Background: an optimization exercise with open tools, aiming at small area. Do not read the settings as production practice. The RTL was checked by simulation tests, not by an equivalence proof against the original design. No driver is modelled on the clock port, so clock power and skew are understated where the tree is cut down; a real chip needs a root buffer or a tree. No activity file was given, so power comes from the tool's default toggle rates.

Design frameMakerTop, start of the top module:
module frameMakerTop (samplePoint, reset, canRX, isError, isStuff, endOverload, BS_onoff, CRCtype, BRS_Stop, invalidBit, CRCcalc_on, CRCtime, ackValue, IDE, EDL, BRS, isRemote, size, frame, frameReady, isStart);
Size in the first run: about 190 flip-flops, ~180 I/O pins, about 6600 um2 of cells after synthesis.
export LEC_CHECK = 0
export ABC_AREA = 1
export CAP_MARGIN = 20
export CORE_MARGIN = 2
export CORE_UTILIZATION = 70
export SLEW_MARGIN = 20
create_clock -name core_clock -period 5.0 [get_ports {samplePoint}]
standard.sh (not shown) runs the stock make flow with config.mk's settings and CLKGATE_MAP_FILE= SYNTH_SCRIPT=/design/flow/synth_recipe.tcl, a recipe that flattens the netlist after the stock synthesis.
==> flow/flow/run.sh <==
#!/bin/bash
# Layout flow: the standard ORFS flow (standard.sh) with three changes:
#  - synthesis maps the logic with an area-oriented ABC script (flow/area.abc);
#    the rest of the synthesis script, and so every register, is unchanged
#  - ports are buffered with sky130_fd_sc_hd__buf_1
#  - the clock tree is built by flow/manual_cts.tcl (run as ORFS's PRE_CTS_TCL
#    hook, in place of clock_tree_synthesis): 11 balanced groups of clock
#    sinks, each driven by a clkbuf_8 at its centre, fed by one clkbuf_8 root
# Each tool's output goes to the ORFS logs under orfs/logs and to standard.log.
set -uo pipefail
W=$PWD
F=$W/flow
sed 's#^source \$::env(SCRIPTS_DIR)/synth_preamble.tcl$#&\nset abc_args [lreplace $abc_args 1 1 '"$F"'/area.abc]#' \
  "$FLOW_HOME/scripts/synth.tcl" > "$W/my_synth.tcl"
grep -q "area.abc" "$W/my_synth.tcl" || { echo "synth.tcl patch failed"; exit 1; }
sed 's#source \$::env(SCRIPTS_DIR)/synth.tcl#source '"$W"'/my_synth.tcl#' synth_recipe.tcl > "$W/my_synth_recipe.tcl"
grep -q "my_synth.tcl" "$W/my_synth_recipe.tcl" || { echo "synth_recipe.tcl patch failed"; exit 1; }
sed 's#SYNTH_SCRIPT=[^ ]*#SYNTH_SCRIPT='"$W"'/my_synth_recipe.tcl#' standard.sh > "$W/my_standard.sh"
grep -q "my_synth_recipe.tcl" "$W/my_standard.sh" || { echo "standard.sh patch failed"; exit 1; }
export BUFFER_PORTS_ARGS="-buffer_cell sky130_fd_sc_hd__buf_1"
cat > "$W/pre_cts.tcl" <<EOT
source $F/manual_cts.tcl
manual_cts 11 sky130_fd_sc_hd__clkbuf_8 sky130_fd_sc_hd__clkbuf_8
set_propagated_clock [all_clocks]
proc clock_tree_synthesis {args} { puts "clock tree already built by manual_cts" }
EOT
export PRE_CTS_TCL="$W/pre_cts.tcl"
bash "$W/my_standard.sh" > "$W/standard.log" 2>&1
==> flow/flow/area.abc <==
strash
&get -n
&deepsyn -I 1 -J 50
&dch
&nf -p -F 8 -A 4 -R 1000
&put
mfs3 -ae
topo
stime -c
Other scripts of this flow, unchanged in this note and not shown: flow/flow/manual_cts.tcl
Change:
--- a/flow/flow/run.sh
+++ b/flow/flow/run.sh
@@ -7 +7 @@
-#    hook, in place of clock_tree_synthesis): 11 balanced groups of clock
+#    hook, in place of clock_tree_synthesis): 12 balanced groups of clock
@@ -23 +23 @@
-manual_cts 11 sky130_fd_sc_hd__clkbuf_8 sky130_fd_sc_hd__clkbuf_8
+manual_cts 12 sky130_fd_sc_hd__clkbuf_8 sky130_fd_sc_hd__clkbuf_8
Outcome:
- The changed run completed without violations
- worst setup slack improves by 420 ps
- power barely changes
- first-iteration DRC count climbs by 21%
- via count stays flat
- sequential share of layout area drops by 0.28 points
Change:
==> flow/flow/area.abc (replaced) <==
strash
&get -n
&deepsyn -T 60 -S 1
&dch
&nf -p -F 8 -A 4 -R 1000
&put
mfs3 -ae
topo
stime -c
Outcome: Cell area shrinks by about 0.4%; register-to-register slack improves by 100 ps; die area barely changes; global-route usage went down by 0.16 points; clock skew is about the same; maximum frequency goes up by about 2.5%; via count stays flat; worst setup slack gains 83 ps; combinational power goes down by about 3%.
In every run of this note, the design's own scripts or RTL, not TritonCTS, make the clock network.

* * *

frameMakerTop, a different RTL version from the one above (not shown whole).
For scale: about 590 cells after synthesis, about 200 flip-flops, ~180 I/O pins, about 6800 um2 of cells after synthesis.
clock: 5.0 ns
lec_check: 0
abc_area: 1
cap_margin: 20
core_margin: 2
core_utilization: 60
slew_margin: 20
==> flow/flow/run.sh <==
#!/bin/bash
# Layout flow: the standard ORFS flow (standard.sh) with three changes:
#  - synthesis maps the logic with an area-oriented ABC script (flow/area.abc);
#    the rest of the synthesis script, and so every register, is unchanged
#  - ports are buffered with sky130_fd_sc_hd__buf_1
#  - the clock tree uses small clock buffers and no dummy loads
# Each tool's output goes to the ORFS logs under orfs/logs and to standard.log.
set -uo pipefail
W=$PWD
F=$W/flow
sed 's#^source \$::env(SCRIPTS_DIR)/synth_preamble.tcl$#&\nset abc_args [lreplace $abc_args 1 1 '"$F"'/area.abc]#' \
  "$FLOW_HOME/scripts/synth.tcl" > "$W/my_synth.tcl"
grep -q "area.abc" "$W/my_synth.tcl" || { echo "synth.tcl patch failed"; exit 1; }
sed 's#source \$::env(SCRIPTS_DIR)/synth.tcl#source '"$W"'/my_synth.tcl#' synth_recipe.tcl > "$W/my_synth_recipe.tcl"
grep -q "my_synth.tcl" "$W/my_synth_recipe.tcl" || { echo "synth_recipe.tcl patch failed"; exit 1; }
sed 's#SYNTH_SCRIPT=[^ ]*#SYNTH_SCRIPT='"$W"'/my_synth_recipe.tcl#' standard.sh > "$W/my_standard.sh"
grep -q "my_synth_recipe.tcl" "$W/my_standard.sh" || { echo "standard.sh patch failed"; exit 1; }
export BUFFER_PORTS_ARGS="-buffer_cell sky130_fd_sc_hd__buf_1"
export CTS_ARGS="-sink_clustering_enable -repair_clock_nets -dont_use_dummy_load -buf_list sky130_fd_sc_hd__clkbuf_8 -root_buf sky130_fd_sc_hd__clkbuf_8 -sink_clustering_size 24 -sink_clustering_max_diameter 60"
bash "$W/my_standard.sh" > "$W/standard.log" 2>&1
==> flow/flow/area.abc <==
strash
&get -n
&deepsyn -T 60 -S 1
&dch
&nf -p -F 8 -A 4 -R 1000
&put
mfs3 -ae
topo
stime -c
==> next run, changes <==
==> flow/flow/area.abc (replaced) <==
strash
&get -n
&dch
&nf -R 1000
&put
topo
stime -c
Outcome:
- final cell count increases by 4.8%
- clock skew stays flat
- total power increases by 14%
- global-route usage decreases by 0.36 points
- worst setup slack improves by 0.15 ns
- maximum frequency increases by 4.8%

* * *

## run 1
The RTL this note starts from:
==> flow/design.v <==
module interFrameSpace (samplePoint, rst, canRX, frameReady, endOverload, isOverload, isStart);
	input wire samplePoint, rst, canRX, frameReady, endOverload;
	output wire isOverload, isStart;
	parameter bit1_intermission = 0, bit2_intermission = 1, bit3_intermission = 2, bus_idle = 3;
	reg [1:0]state;
	reg isOverload0, isStart0;
	reg endError;
	assign isOverload = isOverload0;
	assign isStart = isStart0;
	always @ (posedge samplePoint) begin
		if (rst) begin
			state <= bus_idle;
			isOverload0 <= 0;
			isStart0 <= 0;
			endError <= 0;
		end else begin
		if (frameReady == 0)begin
			state <= bit1_intermission;
			isOverload0 <= 0;
			isStart0 <= 0;
			if (endOverload)
				endError <= 1;
		end
		if (isOverload) begin
			isOverload0 <= 0;
		end
		if (frameReady == 1 && endOverload == 1) begin
			if (canRX == 1) begin
				state <= bit2_intermission;
				isOverload0 <= 0;
				isStart0 <= 0;
			end else begin
				state <= bit1_intermission;
				isOverload0 <= 1;
				isStart0 <= 0;
			end
		end
		if ((frameReady == 1 && endOverload == 0) || endError == 1) begin
			case (state)
				bit1_intermission:
					if (canRX == 1) begin
						state <= bit2_intermission;
						isOverload0 <= 0;
						isStart0 <= 0;
					end else begin
						state <= bit1_intermission;
						isOverload0 <= 1;
						isStart0 <= 0;
						endError <= 0;
					end
				bit2_intermission:
					if (canRX == 1) begin
						state <= bit3_intermission;
						isOverload0 <= 0;
						isStart0 <= 0;
					end else begin
						state <= bit1_intermission;
						isOverload0 <= 1;
						isStart0 <= 0;
						endError <= 0;
					end
				bit3_intermission:
					if (canRX == 1) begin
						state <= bus_idle;
						isOverload0 <= 0;
						isStart0 <= 0;
					end else begin
						state <= bit1_intermission;
						isOverload0 <= 0;
						isStart0 <= 1;
						endError <= 0;
					end
				bus_idle:
					if (canRX == 1) begin
						state <= bus_idle;
						isOverload0 <= 0;
						isStart0 <= 0;
					end else begin
						state <= bit1_intermission;
						isOverload0 <= 0;
						isStart0 <= 1;
						endError <= 0;
					end
			endcase
		end
		end
	end
endmodule
module overload (samplePoint, rst, canRX, isOverload, isError, endOverload);
	input wire samplePoint, rst, canRX, isOverload, isError;
	output wire endOverload;
	reg [3:0] count;
	reg del;
	reg alredyOverError;
	wire active = isOverload | isError | alredyOverError;
	wire flag = ~count[3] & ~(count[2] & (count[1] | count[0]));
	wire c7 = count[2] & count[1] & count[0];
	wire c11 = count[3] & count[1] & count[0];
	wire ended = del & (count == 4'd0);
	assign endOverload = ended;
	always @ (posedge samplePoint) begin
		if (rst) begin
			count <= 4'd0;
			del <= 1'b0;
			alredyOverError <= 1'b0;
		end else if (active) begin
			alredyOverError <= 1'b1;
			if (!del || ended) begin
				del <= 1'b0;
				if (!canRX)
					count <= (!flag && c11) ? 4'd0 : count + 4'd1;
				else if (flag)
					count <= 4'd0;
				else begin
					del <= 1'b1;
					count <= 4'd1;
				end
			end else begin
				if (canRX) begin
					if (c7) begin
						alredyOverError <= 1'b0;
						count <= 4'd0;
					end else
						count <= count + 4'd1;
				end else begin
					del <= 1'b0;
					count <= {3'b000, c7};
				end
			end
		end else if (ended)
			del <= 1'b0;
	end
endmodule
module framecontroller
(
	input	sp, rst, CAN_RX, reset, isStuff, errorFlag,
	input	[4:0] size,
	output wire BS_onoff,
	output wire [1:0] CRCtype,
	output reg BRS_Stop,
	output wire invalidBit,
	output wire CRCcalc_on,
	output wire CRCtime,
	output wire ackValue,
	output reg isRemote,
	output reg IDE,
	output reg EDL,
	output reg BRS,
	output wire frameReady
);
	localparam [3:0] ARB = 4'd0, RTR = 4'd1, IDEs = 4'd2, EXT = 4'd3,
	                 EXTRTR = 4'd4, R1EDL = 4'd5, R0EDL = 4'd6, R0FD = 4'd7,
	                 BRSs = 4'd8, DLC = 4'd10, DATA = 4'd11,
	                 CRC = 4'd12, TAIL = 4'd13, ERR = 4'd14, ERR2 = 4'd15;
	reg [3:0] state;
	reg [8:0] cnt;
	reg big;    
	assign invalidBit = 1'b0;
	assign ackValue = 1'b0;
	wire crcFirst = EDL ? (cnt[4] & ~cnt[3] & (cnt[2] == big) & ~cnt[1] & cnt[0])
	                    : (~cnt[4] & cnt[3] & cnt[2] & cnt[1] & cnt[0]);
	wire tailFirst = ~cnt[3] & ~cnt[2] & ~cnt[1] & ~cnt[0];    
	assign frameReady = (state == ERR2) & ~cnt[0];
	assign CRCtime = ((state == CRC) & ~crcFirst) | ((state == TAIL) & tailFirst);
	assign CRCtype = {CRCtime & EDL, CRCtime & (~EDL | big)};
	assign CRCcalc_on = ~CRCtime & (state != TAIL) & (state != ERR2);
	assign BS_onoff = (state != ERR2) & ~((state == TAIL) & ~tailFirst);
	wire one = (cnt == 9'd1);
	wire [8:0] crcLoad = !EDL ? 9'd15 : big ? 9'd21 : 9'd17;
	wire [3:0] dlc = {cnt[2:0], CAN_RX};
	reg [5:0] nb;
	always @* begin
		if (!EDL || !dlc[3])
			nb = dlc[3] ? 6'd8 : {3'b000, dlc[2:0]};
		else case (dlc[2:0])
			3'd0: nb = 6'd8;
			3'd1: nb = 6'd12;
			3'd2: nb = 6'd16;
			3'd3: nb = 6'd20;
			3'd4: nb = 6'd24;
			3'd5: nb = 6'd32;
			3'd6: nb = 6'd48;
			default: nb = 6'd0;    
		endcase
	end
	always @ (posedge sp) begin
		if (rst) begin
			state <= ERR2;
			cnt[0] <= 1'b0;
			BRS_Stop <= 1'b0;
			isRemote <= 1'b0;
			IDE <= 1'b0;
			EDL <= 1'b0;
			BRS <= 1'b0;
		end else if (reset) begin
			state <= errorFlag ? ERR : ARB;
			big <= 1'b0;
			BRS_Stop <= 1'b0;
			isRemote <= 1'b0;
			IDE <= 1'b0;
			EDL <= 1'b0;
			BRS <= 1'b0;
		end else if (!isStuff) begin
			case (state)
				ARB: if (size[3] && size[1]) state <= RTR;    
				RTR: begin
					isRemote <= CAN_RX;
					state <= IDEs;
				end
				IDEs: begin
					IDE <= CAN_RX;
					isRemote <= isRemote & ~CAN_RX;
					if (!CAN_RX) state <= R0EDL;
					else if (isRemote) state <= EXT;
					else state <= ERR;
				end
				EXT: if (&size[4:1]) state <= EXTRTR;    
				EXTRTR: begin
					isRemote <= CAN_RX;
					state <= R1EDL;
				end
				R1EDL, R0EDL: begin
					EDL <= CAN_RX;
					cnt <= {7'd0, ~CAN_RX, CAN_RX};    
					if (CAN_RX) state <= R0FD;
					else if (state == R1EDL) state <= R0EDL;
					else state <= DLC;
				end
				R0FD: state <= CAN_RX ? ERR : BRSs;
				BRSs: begin
					BRS <= CAN_RX;
					BRS_Stop <= CAN_RX;
					state <= DLC;
				end
				DLC: begin
					if (!cnt[4]) begin
						cnt <= {cnt[7:0], CAN_RX};
					end else if (dlc != 4'd0) begin
						cnt <= {nb, 3'b000};    
						big <= EDL & dlc[3] & (dlc[2] | (dlc[1] & dlc[0]));
						state <= DATA;
					end else begin
						cnt <= crcLoad;
						state <= CRC;
					end
				end
				DATA: begin
					if (EDL) BRS_Stop <= 1'b1;
					cnt <= cnt - 9'd1;
					if (one) begin
						cnt <= crcLoad;
						state <= CRC;
					end
				end
				CRC: begin
					cnt <= cnt - 9'd1;
					if (one) state <= TAIL;
				end
				TAIL: begin
					BRS_Stop <= 1'b0;
					cnt <= cnt - 9'd1;
					if (!CAN_RX && !cnt[0] && (cnt[3:1] == 3'b000 || cnt[3:1] == 3'b111))    
						state <= ERR2;
					else if (!cnt[3] && cnt[2] && cnt[1] && cnt[0])    
						state <= ERR2;
				end
				default: ;
			endcase
		end
	end
endmodule
module DatavsRemote(
RTR_SRR,
IDE,
RTR_r1,
isRemote
);
	input RTR_SRR, IDE, RTR_r1;
	output isRemote;
	assign isRemote = RTR_SRR & (IDE ~^ RTR_r1);
endmodule
module frameSize
(
	input	sp, rst, isStuff, reset,
	output reg [9:0] size
);
	always @ (posedge sp) begin
		if (rst)
			begin
				size <= 10'b0;
			end
		else if (reset)
			begin
				size <= 10'b1;
			end
		else if (~isStuff)
			begin
				size <= size + 1;
			end
	end
endmodule
module frameStorage
(
	input	sp, rst, CAN_RX, isStuff, reset,
	output reg [150:0] frame
);
	wire clr = rst | reset;
	wire hold = isStuff & ~clr;
	wire shift = ~isStuff & ~clr;
	always @ (posedge sp) begin
		frame[150:1] <= ({150{hold}} & frame[150:1]) | ({150{shift}} & frame[149:0]);
		frame[0] <= ~rst & ((isStuff & ~reset) ? frame[0] : CAN_RX);
	end
endmodule
module frameMakerTop (samplePoint, reset, canRX, isError, isStuff, endOverload, BS_onoff, CRCtype, BRS_Stop, invalidBit, CRCcalc_on, CRCtime, ackValue, IDE, EDL, BRS, isRemote, size, frame, frameReady, isStart);
	input wire samplePoint, reset, canRX, isError, isStuff;
	output wire endOverload, BS_onoff, BRS_Stop, invalidBit, CRCcalc_on, CRCtime, ackValue, IDE, EDL, BRS, isRemote, frameReady, isStart;
	output wire [1:0] CRCtype;
	output wire [9:0] size;
	output wire [150:0] frame;
	wire isOverloadFromInterframe;
	interFrameSpace ifs (samplePoint, reset, canRX, frameReady, endOverload, isOverloadFromInterframe, isStart);
	overload ov (samplePoint, reset, canRX, isOverloadFromInterframe, isError, endOverload);
	framecontroller fc (samplePoint, reset, canRX, isStart, isStuff, isError, size[4:0], BS_onoff, CRCtype, BRS_Stop, invalidBit, CRCcalc_on, CRCtime, ackValue, isRemote, IDE, EDL, BRS, frameReady);
	frameSize fsz (samplePoint, reset, isStuff, isStart, size);
	frameStorage fst (samplePoint, reset, canRX, isStuff, isStart, frame);
endmodule
export LEC_CHECK = 0
export ABC_AREA = 1
export CAP_MARGIN = 20
export CORE_MARGIN = 2
export CORE_UTILIZATION = 70
export SLEW_MARGIN = 20
create_clock -name core_clock -period 5.0 [get_ports {samplePoint}]
==> flow/flow/run.sh <==
#!/bin/bash
# Layout flow: the standard ORFS flow (standard.sh) with three changes:
#  - synthesis maps the logic with an area-oriented ABC script (flow/area.abc);
#    the rest of the synthesis script, and so every register, is unchanged
#  - ports are buffered with sky130_fd_sc_hd__buf_1
#  - the clock tree is built by flow/manual_cts.tcl (run as ORFS's PRE_CTS_TCL
#    hook, in place of clock_tree_synthesis): 12 balanced groups of clock
#    sinks, each driven by a clkbuf_8 at its centre, fed by one clkbuf_8 root
# Each tool's output goes to the ORFS logs under orfs/logs and to standard.log.
set -uo pipefail
W=$PWD
F=$W/flow
sed 's#^source \$::env(SCRIPTS_DIR)/synth_preamble.tcl$#&\nset abc_args [lreplace $abc_args 1 1 '"$F"'/area.abc]#' \
  "$FLOW_HOME/scripts/synth.tcl" > "$W/my_synth.tcl"
grep -q "area.abc" "$W/my_synth.tcl" || { echo "synth.tcl patch failed"; exit 1; }
sed 's#source \$::env(SCRIPTS_DIR)/synth.tcl#source '"$W"'/my_synth.tcl#' synth_recipe.tcl > "$W/my_synth_recipe.tcl"
grep -q "my_synth.tcl" "$W/my_synth_recipe.tcl" || { echo "synth_recipe.tcl patch failed"; exit 1; }
sed 's#SYNTH_SCRIPT=[^ ]*#SYNTH_SCRIPT='"$W"'/my_synth_recipe.tcl#' standard.sh > "$W/my_standard.sh"
grep -q "my_synth_recipe.tcl" "$W/my_standard.sh" || { echo "standard.sh patch failed"; exit 1; }
export BUFFER_PORTS_ARGS="-buffer_cell sky130_fd_sc_hd__buf_1"
cat > "$W/pre_cts.tcl" <<EOT
source $F/manual_cts.tcl
manual_cts 12 sky130_fd_sc_hd__clkbuf_8 sky130_fd_sc_hd__clkbuf_8
set_propagated_clock [all_clocks]
proc clock_tree_synthesis {args} { puts "clock tree already built by manual_cts" }
EOT
export PRE_CTS_TCL="$W/pre_cts.tcl"
bash "$W/my_standard.sh" > "$W/standard.log" 2>&1
==> flow/flow/manual_cts.tcl <==
# Manual clock tree (used by flow/run.sh): K leaf clock buffers, each driving
# a balanced, compact group of clock sinks, fed by one root buffer.
# clock sinks, fed by one root buffer at the centre of the leaves.
proc manual_cts {K leafm rootm} {
  set db [ord::get_db]
  set block [ord::get_db_block]
  set clknet [$block findNet samplePoint]
  set sinks {}
  foreach it [$clknet getITerms] {
    set inst [$it getInst]
    set b [$inst getBBox]
    lappend sinks [list $it [expr {([$b xMin]+[$b xMax])/2}] [expr {([$b yMin]+[$b yMax])/2}]]
  }
  set n [llength $sinks]
  # columns x rows grid of balanced groups
  set cols [expr {int(ceil(sqrt($K)))}]
  while {$K % $cols != 0} { incr cols -1 }
  set rows [expr {$K / $cols}]
  set byx [lsort -integer -index 1 $sinks]
  set percol [expr {double($n)/$cols}]
  set groups {}
  for {set c 0} {$c < $cols} {incr c} {
    set lo [expr {int(round($c*$percol))}]
    set hi [expr {int(round(($c+1)*$percol))-1}]
    set col [lsort -integer -index 2 [lrange $byx $lo $hi]]
    set m [llength $col]
    set perrow [expr {double($m)/$rows}]
    for {set r 0} {$r < $rows} {incr r} {
      set lo2 [expr {int(round($r*$perrow))}]
      set hi2 [expr {int(round(($r+1)*$perrow))-1}]
      lappend groups [lrange $col $lo2 $hi2]
    }
  }
  set lmaster [$db findMaster $leafm]
  set rmaster [$db findMaster $rootm]
  set rootnet [odb::dbNet_create $block clknet_root]
  $rootnet setSigType CLOCK
  set sx 0; set sy 0; set k 0
  foreach g $groups {
    set net [odb::dbNet_create $block clknet_leaf_$k]
    $net setSigType CLOCK
    set buf [odb::dbInst_create $block $lmaster clkbuf_leaf_$k]
    set cx 0; set cy 0
    foreach s $g {
      set it [lindex $s 0]
      $it disconnect
      $it connect $net
      set cx [expr {$cx + [lindex $s 1]}]; set cy [expr {$cy + [lindex $s 2]}]
    }
    set cx [expr {int($cx / [llength $g])}]; set cy [expr {int($cy / [llength $g])}]
    [$buf findITerm A] connect $rootnet
    [$buf findITerm X] connect $net
    $buf setLocation $cx $cy
    $buf setPlacementStatus PLACED
    set sx [expr {$sx + $cx}]; set sy [expr {$sy + $cy}]
    incr k
  }
  set root [odb::dbInst_create $block $rmaster clkbuf_root]
  [$root findITerm A] connect $clknet
  [$root findITerm X] connect $rootnet
  $root setLocation [expr {int($sx/$K)}] [expr {int($sy/$K)}]
  $root setPlacementStatus PLACED
  puts "manual_cts: $n sinks in $K groups of [llength [lindex $groups 0]]"
}
Other scripts of this flow, unchanged in this note and not shown: flow/flow/area.abc
Input-level comparison between run 2 and run 1:
-- flow/flow/run.sh --
<<< run 1, line 7
#    hook, in place of clock_tree_synthesis): 12 balanced groups of clock
>>> run 2, line 7
#    hook, in place of clock_tree_synthesis): 10 balanced groups of clock
<<< run 1, line 23
manual_cts 12 sky130_fd_sc_hd__clkbuf_8 sky130_fd_sc_hd__clkbuf_8
>>> run 2, line 23
manual_cts 10 sky130_fd_sc_hd__clkbuf_8 sky130_fd_sc_hd__clkbuf_8
-- flow/flow/manual_cts.tcl --
<<< run 1, line 3
# clock sinks, fed by one root buffer at the centre of the leaves.
>>> run 2, line 3
Results
Compared with run 1, in run 2 worst setup slack now sits higher, fraction of area in multi-input gates now sits at about the same level, final area now sits at about the same level.
No run of this note takes its clock network from TritonCTS; it comes from the design's own scripts or RTL.

## separate check: timing with driven ports
No port has a modelled driver above. Below, the same layouts with a new extraction and two added sets of constraints. Step 1 assumes that a clkbuf_16 drives the clock port and a buf_2 every other input. Step 2 moves the port delays by t, midway between the first and last clock arrival at a register: inputs arrive t later, outputs are due t later. That takes back most of the time a late clock gives input paths. Three values: ideal, step 1, step 2; two values: the first two.
run | t, ns | setup WS [ns] | worst hold slack (ns) | worst setup path after step 2 | latest minus earliest clock arrival (ns)
the first run of note 1 | 0.424 | 1.232 / 1.247 / 0.823 | 0.475 / 0.475 / 0.475 | input to register | 0.011 / 0.012
the second run of note 1 | 0.466 | 1.649 / 1.639 / 1.199 | 0.482 / 0.482 / 0.482 | input to register | 0.016 / 0.016
the third run of note 1 | 0.473 | 1.732 / 1.698 / 1.840 | 0.484 / 0.484 / 0.484 | input to register | 0.013 / 0.013
the first run of note 2 | 0.479 | 1.672 / 1.672 / 1.672 | 0.472 / 0.472 / 0.472 | register to register | 0.026 / 0.026
the second run of note 2 | 0.468 | 1.824 / 1.834 / 1.366 | 0.459 / 0.459 / 0.459 | input to register | 0.024 / 0.024
run 1 | 0.457 | 1.419 / 1.383 / 1.360 | 0.472 / 0.472 / 0.472 | input to register | 0.012 / 0.013
run 2 | 0.443 | 1.787 / 1.752 / 1.872 | 0.488 / 0.488 / 0.488 | input to register | 0.016 / 0.017
After both steps setup and hold are still met in every run listed. For the second run of note 2, which loses most, drivers alone change the setup slack by +0.010 ns; drivers and shift together by -0.458 ns.
